Background: an optimization exercise with open tools, aiming at small area. Do not read the settings as production practice. Only simulation tests tie the RTL to the original design; equivalence was not proved. Power figures rest on the tool's default switching activity, not on a simulated workload. No driver is modelled on the clock port, so clocking that relies on it looks cheaper here than on a real chip.

// simon_pipeline
module simon_pipeline(
    input  [31:0] plaintext,
    input  [63:0] keytext,
    input         clk, rst,
    output reg [31:0] ciphertext
);
export LEC_CHECK = 0
export CAP_MARGIN = 5
export CORE_MARGIN = 2
export CORE_UTILIZATION = 60
export PLACE_DENSITY = 0.75
export SLEW_MARGIN = 5
create_clock -name core_clock -period 5.0 [get_ports {clk}]
standard.sh (not shown) runs the stock make flow with config.mk's settings and CLKGATE_MAP_FILE= SYNTH_SCRIPT=/design/flow/synth_recipe.tcl, a recipe that flattens the netlist after the stock synthesis.
==> flow/flow/run.sh <==
#!/bin/bash
# Standard ORFS layout with two changes: ports are buffered with buf_1, and
# CTS builds its tree without dummy balancing loads.
set -euo pipefail
export BUFFER_PORTS_ARGS="-buffer_cell sky130_fd_sc_hd__buf_1"
export CTS_ARGS="-sink_clustering_enable -repair_clock_nets -dont_use_dummy_load -buf_list sky130_fd_sc_hd__clkbuf_8 -sink_clustering_size 19 -sink_clustering_max_diameter 60"
bash standard.sh finish > standard_finish.log 2>&1
The starting point produced a clean layout.
Then changed:
==> flow/flow/run.sh (replaced) <==
#!/bin/bash
# Standard ORFS layout with two changes: ports are buffered with buf_1, and
# CTS builds its tree from clkbuf_16 without dummy balancing loads.
set -euo pipefail
export BUFFER_PORTS_ARGS="-buffer_cell sky130_fd_sc_hd__buf_1"
export CTS_ARGS="-sink_clustering_enable -repair_clock_nets -dont_use_dummy_load -buf_list sky130_fd_sc_hd__clkbuf_16 -sink_clustering_size 28 -sink_clustering_max_diameter 80"
bash standard.sh finish > standard_finish.log 2>&1
CAP_MARGIN = 20   (was 5)
SLEW_MARGIN = 20   (was 5)
Effect: Final cell count is lower by 0.76%. Synthesized cell count is unchanged. Final area went up by 0.45%. Sequential cell count stays the same. Die area stays the same. Hold slack gets better by 0.12 ns. Routed wire length goes down by 0.31%. First-iteration DRC count decreases by 2.8%. Synthesized area stays the same.
Then changed:
==> flow/flow/run.sh (replaced) <==
#!/bin/bash
# Standard ORFS layout with two changes: ports are buffered with buf_1, and
# CTS builds its tree without dummy balancing loads.
set -euo pipefail
export BUFFER_PORTS_ARGS="-buffer_cell sky130_fd_sc_hd__buf_1"
export CTS_ARGS="-sink_clustering_enable -repair_clock_nets -dont_use_dummy_load -buf_list sky130_fd_sc_hd__clkbuf_8 -sink_clustering_size 16 -sink_clustering_max_diameter 50"
bash standard.sh finish > standard_finish.log 2>&1
Sequential power barely changes. Area after synthesis is unchanged. Register-to-register slack loses 0.02 ns. Final area came out higher by 0.35%. Die area stays the same. Hold slack gets worse by 0.14 ns. Cell count increases by 1.3%. Routed wire length grows by 0.97%. Utilization climbs by 0.22 points. Total power rises by 0.41%. Maximum frequency goes down by 0.68%.
Then changed:
==> flow/flow/run.sh (replaced) <==
#!/bin/bash
# Standard ORFS layout with two changes: ports are buffered with buf_1, and
# CTS builds its tree from clkbuf_16 without dummy balancing loads.
set -euo pipefail
export BUFFER_PORTS_ARGS="-buffer_cell sky130_fd_sc_hd__buf_1"
export CTS_ARGS="-sink_clustering_enable -repair_clock_nets -dont_use_dummy_load -buf_list sky130_fd_sc_hd__clkbuf_16 -sink_clustering_size 28 -sink_clustering_max_diameter 80"
bash standard.sh finish > standard_finish.log 2>&1
CORE_UTILIZATION = 70   (was 60)
PLACE_DENSITY = 0.85   (was 0.75)
First-iteration DRC count increases by about a fifth.
Synthesized area does not change.
Synthesized cell count stays the same.
Cell count decreases by a few percent.
Clock-buffer cell count decreases by 70.

## exp/onyx
simon_pipeline again, from the RTL that the note above started with.
==> flow/config.mk <==
export PLATFORM = sky130hd
export DESIGN_NAME = simon_pipeline
export DESIGN_NICKNAME = simon_pipeline
export VERILOG_FILES = /design/flow/design.v
export SDC_FILE = /design/flow/constraint.sdc
export NUM_CORES = 4
export LEC_CHECK = 0
export CAP_MARGIN = 20
export CORE_MARGIN = 2
export CORE_UTILIZATION = 40
export PLACE_DENSITY = 0.6
export SLEW_MARGIN = 20
==> flow/constraint.sdc <==
create_clock -name core_clock -period 5.0 [get_ports {clk}]
set_input_delay 1.0000 -clock core_clock [delete_from_list [all_inputs] [get_ports {clk}]]
set_output_delay 1.0000 -clock core_clock [all_outputs]
set_load 0.01 [all_outputs]
==> flow/flow/run.sh <==
#!/bin/bash
# Standard ORFS layout with two changes: ports are buffered with buf_1, and
# CTS builds its tree from clkbuf_16 without dummy balancing loads.
set -euo pipefail
export BUFFER_PORTS_ARGS="-buffer_cell sky130_fd_sc_hd__buf_1"
export CTS_ARGS="-sink_clustering_enable -repair_clock_nets -dont_use_dummy_load -buf_list sky130_fd_sc_hd__clkbuf_16 -sink_clustering_size 30 -sink_clustering_max_diameter 80"
bash standard.sh finish > standard_finish.log 2>&1
#### Input delta (exp/zinc over exp/onyx)
# exp/onyx
export LEC_CHECK = 0
export CAP_MARGIN = 20
export CORE_MARGIN = 2
export CORE_UTILIZATION = 40
export PLACE_DENSITY = 0.6
export SLEW_MARGIN = 20
create_clock -name core_clock -period 5.0 [get_ports {clk}]
# exp/zinc
export LEC_CHECK = 0
export CAP_MARGIN = 20
export CORE_MARGIN = 2
export CORE_UTILIZATION = 60
export PLACE_DENSITY = 0.75
export SLEW_MARGIN = 20
create_clock -name core_clock -period 5.0 [get_ports {clk}]
==> flow/flow/run.sh <==
#!/bin/bash
# Standard ORFS layout with two changes: ports are buffered with buf_1, and
# CTS builds its tree from clkbuf_16 without dummy balancing loads.
set -euo pipefail
export BUFFER_PORTS_ARGS="-buffer_cell sky130_fd_sc_hd__buf_1"
export CTS_ARGS="-sink_clustering_enable -repair_clock_nets -dont_use_dummy_load -buf_list sky130_fd_sc_hd__clkbuf_16 -sink_clustering_size 35 -sink_clustering_max_diameter 80"
bash standard.sh finish > standard_finish.log 2>&1
==> comparison <==
[compare] base=exp/onyx new=exp/zinc: overall power of the completed layout now smaller; wire length went down by 7.7%; switching power fell about 2.3%. Changes observed in exp/zinc relative to exp/onyx: worst slack after detailed placement now larger; setup slack rose 0.017 ns.
#### Input delta (exp/ember over exp/zinc)
# exp/zinc
export LEC_CHECK = 0
export CAP_MARGIN = 20
export CORE_MARGIN = 2
export CORE_UTILIZATION = 60
export PLACE_DENSITY = 0.75
export SLEW_MARGIN = 20
create_clock -name core_clock -period 5.0 [get_ports {clk}]
# exp/ember
export LEC_CHECK = 0
export CAP_MARGIN = 5
export CORE_MARGIN = 2
export CORE_UTILIZATION = 70
export PLACE_DENSITY = 0.85
export SLEW_MARGIN = 5
create_clock -name core_clock -period 5.0 [get_ports {clk}]
==> flow/flow/run.sh <==
#!/bin/bash
# Standard ORFS layout with two changes: ports are buffered with buf_1, and
# CTS builds its tree without dummy balancing loads.
set -euo pipefail
export BUFFER_PORTS_ARGS="-buffer_cell sky130_fd_sc_hd__buf_1"
export CTS_ARGS="-sink_clustering_enable -repair_clock_nets -dont_use_dummy_load -buf_list sky130_fd_sc_hd__clkbuf_8 -sink_clustering_size 19 -sink_clustering_max_diameter 60"
bash standard.sh finish > standard_finish.log 2>&1
## What came out
exp/ember reached the final stage; the timing, DRC and antenna checks on its layout passed. From exp/zinc to exp/ember the numbers moved as follows: combinational fraction of design power climbed 0.4 points; cell count dropped 152; met3 usage in global routing climbed 0.93 points.
diff inputs: exp/ember => exp/nickel
# exp/ember
export LEC_CHECK = 0
export CAP_MARGIN = 5
export CORE_MARGIN = 2
export CORE_UTILIZATION = 70
export PLACE_DENSITY = 0.85
export SLEW_MARGIN = 5
create_clock -name core_clock -period 5.0 [get_ports {clk}]
# exp/nickel
export LEC_CHECK = 0
export CAP_MARGIN = 5
export CORE_MARGIN = 2
export CORE_UTILIZATION = 60
export PLACE_DENSITY = 0.75
export SLEW_MARGIN = 5
create_clock -name core_clock -period 5.0 [get_ports {clk}]
==> flow/flow/run.sh <==
#!/bin/bash
# Standard ORFS layout with two changes: ports are buffered with buf_1, and
# CTS builds its tree without dummy balancing loads.
set -euo pipefail
export BUFFER_PORTS_ARGS="-buffer_cell sky130_fd_sc_hd__buf_1"
export CTS_ARGS="-sink_clustering_enable -repair_clock_nets -dont_use_dummy_load -buf_list sky130_fd_sc_hd__clkbuf_8 -sink_clustering_size 20 -sink_clustering_max_diameter 65"
bash standard.sh finish > standard_finish.log 2>&1
==> comparison <==
Comparing exp/ember and exp/nickel, the higher worst clock skew was measured on exp/ember. The non-filler instance count after layout of exp/nickel is higher than that of exp/ember. exp/nickel vs exp/ember on buffer count excluding the clock tree in the final layout: exp/nickel is the lower one. Vias: exp/nickel fewer than exp/ember. Power for exp/nickel: about 0.44% down relative to exp/ember.
diff inputs: exp/nickel => exp/yarrow
# exp/nickel
export LEC_CHECK = 0
export CAP_MARGIN = 5
export CORE_MARGIN = 2
export CORE_UTILIZATION = 60
export PLACE_DENSITY = 0.75
export SLEW_MARGIN = 5
create_clock -name core_clock -period 5.0 [get_ports {clk}]
# exp/yarrow
export LEC_CHECK = 0
export CAP_MARGIN = 20
export CORE_MARGIN = 2
export CORE_UTILIZATION = 60
export PLACE_DENSITY = 0.75
export SLEW_MARGIN = 20
create_clock -name core_clock -period 5.0 [get_ports {clk}]
==> flow/flow/run.sh <==
#!/bin/bash
# Standard ORFS layout with two changes: ports are buffered with buf_1, and
# CTS builds its tree without dummy balancing loads.
set -euo pipefail
export BUFFER_PORTS_ARGS="-buffer_cell sky130_fd_sc_hd__buf_1"
export CTS_ARGS="-sink_clustering_enable -repair_clock_nets -dont_use_dummy_load -buf_list sky130_fd_sc_hd__clkbuf_8 -sink_clustering_size 19 -sink_clustering_max_diameter 60"
bash standard.sh finish > standard_finish.log 2>&1
### Flow results
Between exp/nickel and exp/yarrow, count of inserted antenna diode cells increased. From exp/nickel to exp/yarrow the numbers moved as follows: switching component of the power higher; worst setup slack rose by 0.064 ns; final cell count shows no meaningful change. Compared with exp/nickel, exp/yarrow ends up with more cell area. Wire length is lower on exp/nickel. Met2 track utilization from global routing: exp/nickel vs exp/yarrow, no meaningful difference.

Setup of run 1:
The RTL this note starts from:
==> flow/design.v <==
module sigle_block(
    input  [15:0] in_low,
    input  [15:0] in_high,
    output [15:0] out_high
);
    assign out_high = in_low
                    ^ ({in_high[14:0],in_high[15]} & {in_high[7:0],in_high[15:8]})
                    ^ {in_high[13:0],in_high[15:14]};
endmodule
module simon_key(
    input  [63:0]  keytext,
    input          clk, rst,
    output [511:0] key_total
);
    localparam [61:0] Z = 62'b01100111000011010100100010111110110011100001101010010001011111;
    reg [15:0] k [0:31];
    reg [4:0]  cnt;    
    wire [15:0] t   = {k[31][2:0], k[31][15:3]} ^ k[29];
    wire [15:0] nk  = k[28] ^ t ^ {t[0], t[15:1]} ^ {15'h7ffe, Z[cnt - 5'd1]};
    wire load  = (cnt == 5'd0);
    wire shift = (cnt != 5'd0) && (cnt != 5'd29);
    always @(posedge clk) begin
        if (!rst)
            cnt <= 5'd0;
        else if (cnt != 5'd29)
            cnt <= cnt + 5'd1;
    end
    integer j;
    always @(posedge clk) begin
        if (rst && load) begin
            k[28] <= keytext[15:0];
            k[29] <= keytext[31:16];
            k[30] <= keytext[47:32];
            k[31] <= keytext[63:48];
        end else if (rst && shift) begin
            for (j = 0; j < 31; j = j + 1)
                k[j] <= k[j+1];
            k[31] <= nk;
        end
    end
    genvar g;
    generate
        for (g = 0; g < 32; g = g + 1) begin : out
            assign key_total[16*g+15:16*g] = k[g];
        end
    endgenerate
endmodule
module simon_pipeline(
    input  [31:0] plaintext,
    input  [63:0] keytext,
    input         clk, rst,
    output reg [31:0] ciphertext
);
    wire [511:0] key_total;
    simon_key key_generate(
        .keytext(keytext),
        .clk(clk),
        .rst(rst),
        .key_total(key_total)
    );
    reg  [15:0] x [0:31];
    reg  [15:0] w [0:31];
    wire [15:0] nx [0:31];
    genvar i;
    generate
        for (i = 0; i < 32; i = i + 1) begin : round
            sigle_block E(
                .in_low(w[i]),
                .in_high(x[i]),
                .out_high(nx[i])
            );
            if (i < 31) begin : st
                always @(posedge clk) begin
                    x[i+1] <= nx[i];
                    w[i+1] <= x[i] ^ key_total[16*(i+1)+15:16*(i+1)];
                end
            end
        end
    endgenerate
    always @(posedge clk) begin
        x[0] <= plaintext[31:16];
        w[0] <= plaintext[15:0] ^ key_total[15:0];
        ciphertext <= {nx[31], x[31]};
    end
endmodule
export LEC_CHECK = 0
export CAP_MARGIN = 20
export CORE_MARGIN = 2
export CORE_UTILIZATION = 40
export PLACE_DENSITY = 0.6
export SLEW_MARGIN = 20
create_clock -name core_clock -period 5.0 [get_ports {clk}]
==> flow/flow/run.sh <==
#!/bin/bash
# Standard ORFS layout with two changes: ports are buffered with buf_1, and
# CTS builds its tree without dummy balancing loads from clkbuf cells.
set -euo pipefail
export BUFFER_PORTS_ARGS="-buffer_cell sky130_fd_sc_hd__buf_1"
export CTS_ARGS="-sink_clustering_enable -repair_clock_nets -dont_use_dummy_load -buf_list sky130_fd_sc_hd__clkbuf_16 -sink_clustering_size 30 -sink_clustering_max_diameter 60"
bash standard.sh finish > standard_finish.log 2>&1
Per the final summary, run 1 finished and its layout is clean on timing, DRC and antenna.
diff inputs: run 1 => run 2
# run 1
export LEC_CHECK = 0
export CAP_MARGIN = 20
export CORE_MARGIN = 2
export CORE_UTILIZATION = 40
export PLACE_DENSITY = 0.6
export SLEW_MARGIN = 20
create_clock -name core_clock -period 5.0 [get_ports {clk}]
# run 2
export LEC_CHECK = 0
export CAP_MARGIN = 20
export CORE_MARGIN = 2
export CORE_UTILIZATION = 40
export CTS_BUF_LIST = sky130_fd_sc_hd__clkbuf_16
export CTS_CLUSTER_DIAMETER = 60
export CTS_CLUSTER_SIZE = 30
export PLACE_DENSITY = 0.6
export SLEW_MARGIN = 20
create_clock -name core_clock -period 5.0 [get_ports {clk}]
==> flow/run.sh (new file) <==
#!/bin/bash
# synth_recipe.tcl (not shown) runs the flow's synth.tcl, then flattens the netlist and writes it again
# the make line also repeats each setting of config.mk as NAME=value (left out here)
make -C /OpenROAD-flow-scripts/flow DESIGN_CONFIG=/design/flow/config.mk WORK_HOME=/design/flow/orfs CLKGATE_MAP_FILE= SYNTH_SCRIPT=/design/flow/synth_recipe.tcl finish
removed: flow/flow/run.sh
removed: flow/standard.sh
--- outcome ---
input port to flop as the path type of the worst min-delay path was reported by run 1, and flop to flop by run 2.
Summary of run 2 over run 1: non-clock buffer count saw an increase, routed length on met3 climbed 230 um, average wire per cell in the routed design held steady, via count climbed about 0.9%, violation count after the first detailed-routing iteration shows an increase of about 7%.
Cmp run 1 and run 2 / sequential share of layout area / lower: run 2
Run 2 vs run 1 — routed wire length climbed by a few percent
Min share of layout cells above drive strength 1 across run 1 and run 2: run 1
Worst setup slack for run 2: 150 ps up relative to run 1
[inputs] run 3 vs run 2
# run 2
export LEC_CHECK = 0
export CAP_MARGIN = 20
export CORE_MARGIN = 2
export CORE_UTILIZATION = 40
export CTS_BUF_LIST = sky130_fd_sc_hd__clkbuf_16
export CTS_CLUSTER_DIAMETER = 60
export CTS_CLUSTER_SIZE = 30
export PLACE_DENSITY = 0.6
export SLEW_MARGIN = 20
create_clock -name core_clock -period 5.0 [get_ports {clk}]
# run 3
export LEC_CHECK = 0
export CAP_MARGIN = 20
export CORE_MARGIN = 2
export CORE_UTILIZATION = 40
export PLACE_DENSITY = 0.6
export SLEW_MARGIN = 20
create_clock -name core_clock -period 5.0 [get_ports {clk}]
==> flow/flow/run.sh (new file) <==
#!/bin/bash
# Standard ORFS layout with two changes: ports are buffered with buf_1, and
# CTS builds its tree without dummy balancing loads from clkbuf cells.
set -euo pipefail
export BUFFER_PORTS_ARGS="-buffer_cell sky130_fd_sc_hd__buf_1"
export CTS_ARGS="-sink_clustering_enable -repair_clock_nets -dont_use_dummy_load -buf_list sky130_fd_sc_hd__clkbuf_16 -sink_clustering_size 30 -sink_clustering_max_diameter 80"
bash standard.sh finish > standard_finish.log 2>&1
==> flow/standard.sh (new file) <==
#!/bin/bash
# synth_recipe.tcl (not shown) runs the flow's synth.tcl, then flattens the netlist and writes it again
# the make line also repeats each setting of config.mk as NAME=value (left out here)
make -C /OpenROAD-flow-scripts/flow DESIGN_CONFIG=/design/flow/config.mk WORK_HOME=/design/flow/orfs CLKGATE_MAP_FILE= SYNTH_SCRIPT=/design/flow/synth_recipe.tcl "${@:-finish}"
removed: flow/run.sh
==> notes.md <==
The final layout from run 3, which completed every stage, passed the timing, DRC and antenna checks at the end of the flow. From run 2 to run 3 the numbers moved as follows: global-route wire length before repair went down 2.7 mm; proportion of power drawn by combinational gates went up 1.3 points; total congestion overflow after global routing held; share of layout cells above drive strength 1 went down 3.0 points; worst setup slack went down 120 ps. Delta (run 3 minus run 2): final core utilization decreased by 2.3 points relative to the old numbers, path depth of the worst reg2reg path down 1, post-route total power went down by 8.0%, internal cell power moved down.
Edits applied to the flow inputs when going from run 3 to run 4:
# run 3
export LEC_CHECK = 0
export CAP_MARGIN = 20
export CORE_MARGIN = 2
export CORE_UTILIZATION = 40
export PLACE_DENSITY = 0.6
export SLEW_MARGIN = 20
create_clock -name core_clock -period 5.0 [get_ports {clk}]
# run 4
export LEC_CHECK = 0
export ABC_AREA = 1
export CAP_MARGIN = 20
export CORE_MARGIN = 2
export CORE_UTILIZATION = 40
export PLACE_DENSITY = 0.6
export SLEW_MARGIN = 20
create_clock -name core_clock -period 5.0 [get_ports {clk}]
==> flow/run.sh (new file) <==
#!/bin/bash
# synth_recipe.tcl (not shown) runs the flow's synth.tcl, then flattens the netlist and writes it again
# the make line also repeats each setting of config.mk as NAME=value (left out here)
make -C /OpenROAD-flow-scripts/flow DESIGN_CONFIG=/design/flow/config.mk WORK_HOME=/design/flow/orfs CLKGATE_MAP_FILE= SYNTH_SCRIPT=/design/flow/synth_recipe.tcl finish
removed: flow/flow/run.sh
removed: flow/standard.sh
## What came out
Run 4 finished end to end and its layout was clean on timing, DRC and antenna. Both conditions hold for run 3: the flow ran to the end and the final layout passed the timing, DRC and antenna checks. Of run 3 and run 4, run 4 shows the lower detailed placer's ending HPWL, with run 3 above it. Lower worst path arrival time among run 3 and run 4: run 3. NOTE count of clock-buffer cells in the layout run 3->run 4 increased by more than 100%. Diff run 3 and run 4: met1 track demand over resource higher in run 3. Taking run 4 as 1.0, run 3 lands at 2.0 on biggest fanout along the worst timing path. Run 4 reports a higher synthesized area than run 3 does. | number of global-route vias before repair | higher: run 4 |. | post-layout minimum cycle time | run 4 vs run 3 | 120 ps lower |. Going from run 3 to run 4, period utilization went down 2.5 points; setup slack after layout went up 120 ps; first-pass GRT wire length went up about 2.3%.

-- afterwards: timing with drivers on the ports --
In the flow no input, the clock included, has a driving cell. The finished layouts below were timed again as built, in two steps. Step 1 assumes that a clkbuf_16 drives the clock port and a buf_2 every other input. Step 2, shift: input delay + t, output delay - t, t = (earliest + latest rising clock arrival at the registers) / 2. This alone moves slack from input paths to output paths. a / b / c = ideal / step 1 / step 2; a / b = the first two.
| run | t (ns) | setup WS [ns] | hold slack, ns | worst setup path after step 2 | worst slew at a driven data input, ns |
|---|---|---|---|---|---|
| the first run of note 1 | 0.803 | 2.112 / 2.112 / 2.022 | 0.280 / 0.235 / 0.391 | input to register | 0.05 |
| the second run of note 1 | 0.676 | 2.094 / 2.094 / 2.023 | 0.404 / 0.393 / 0.404 | input to register | 0.06 |
| the third run of note 1 | 0.852 | 2.074 / 2.074 / 2.010 | 0.260 / 0.224 / 0.387 | input to register | 0.06 |
| the fourth run of note 1 | 0.677 | 2.190 / 2.190 / 2.125 | 0.410 / 0.393 / 0.410 | input to register | 0.05 |
| exp/onyx | 0.717 | 2.054 / 2.054 / 2.007 | 0.397 / 0.381 / 0.397 | input to register | 0.12 |
| exp/zinc | 0.706 | 2.071 / 2.071 / 1.993 | 0.399 / 0.364 / 0.399 | input to register | 0.06 |
| exp/ember | 0.777 | 2.173 / 2.173 / 2.114 | 0.334 / 0.296 / 0.403 | input to register | 0.05 |
| exp/nickel | 0.790 | 2.058 / 2.058 / 2.021 | 0.313 / 0.272 / 0.392 | input to register | 0.06 |
| exp/yarrow | 0.802 | 2.122 / 2.122 / 2.027 | 0.281 / 0.236 / 0.391 | input to register | 0.06 |
| run 1 | 0.766 | 1.889 / 1.889 / 1.889 | 0.352 / 0.307 / 0.403 | register to register | 0.09 |
| run 2 | 0.803 | 2.042 / 2.042 / 1.734 | 0.408 / 0.408 / 0.408 | input to register | 0.08 |
| run 3 | 0.739 | 1.921 / 1.921 / 1.921 | 0.378 / 0.329 / 0.409 | register to register | 0.09 |
| run 4 | 0.828 | 2.044 / 2.058 / 1.231 | 0.401 / 0.401 / 0.401 | input to register | 0.08 |
After both steps every run listed still meets setup and hold. For run 4, which loses most, drivers alone change the setup slack by +0.014 ns; drivers and shift together by -0.813 ns.
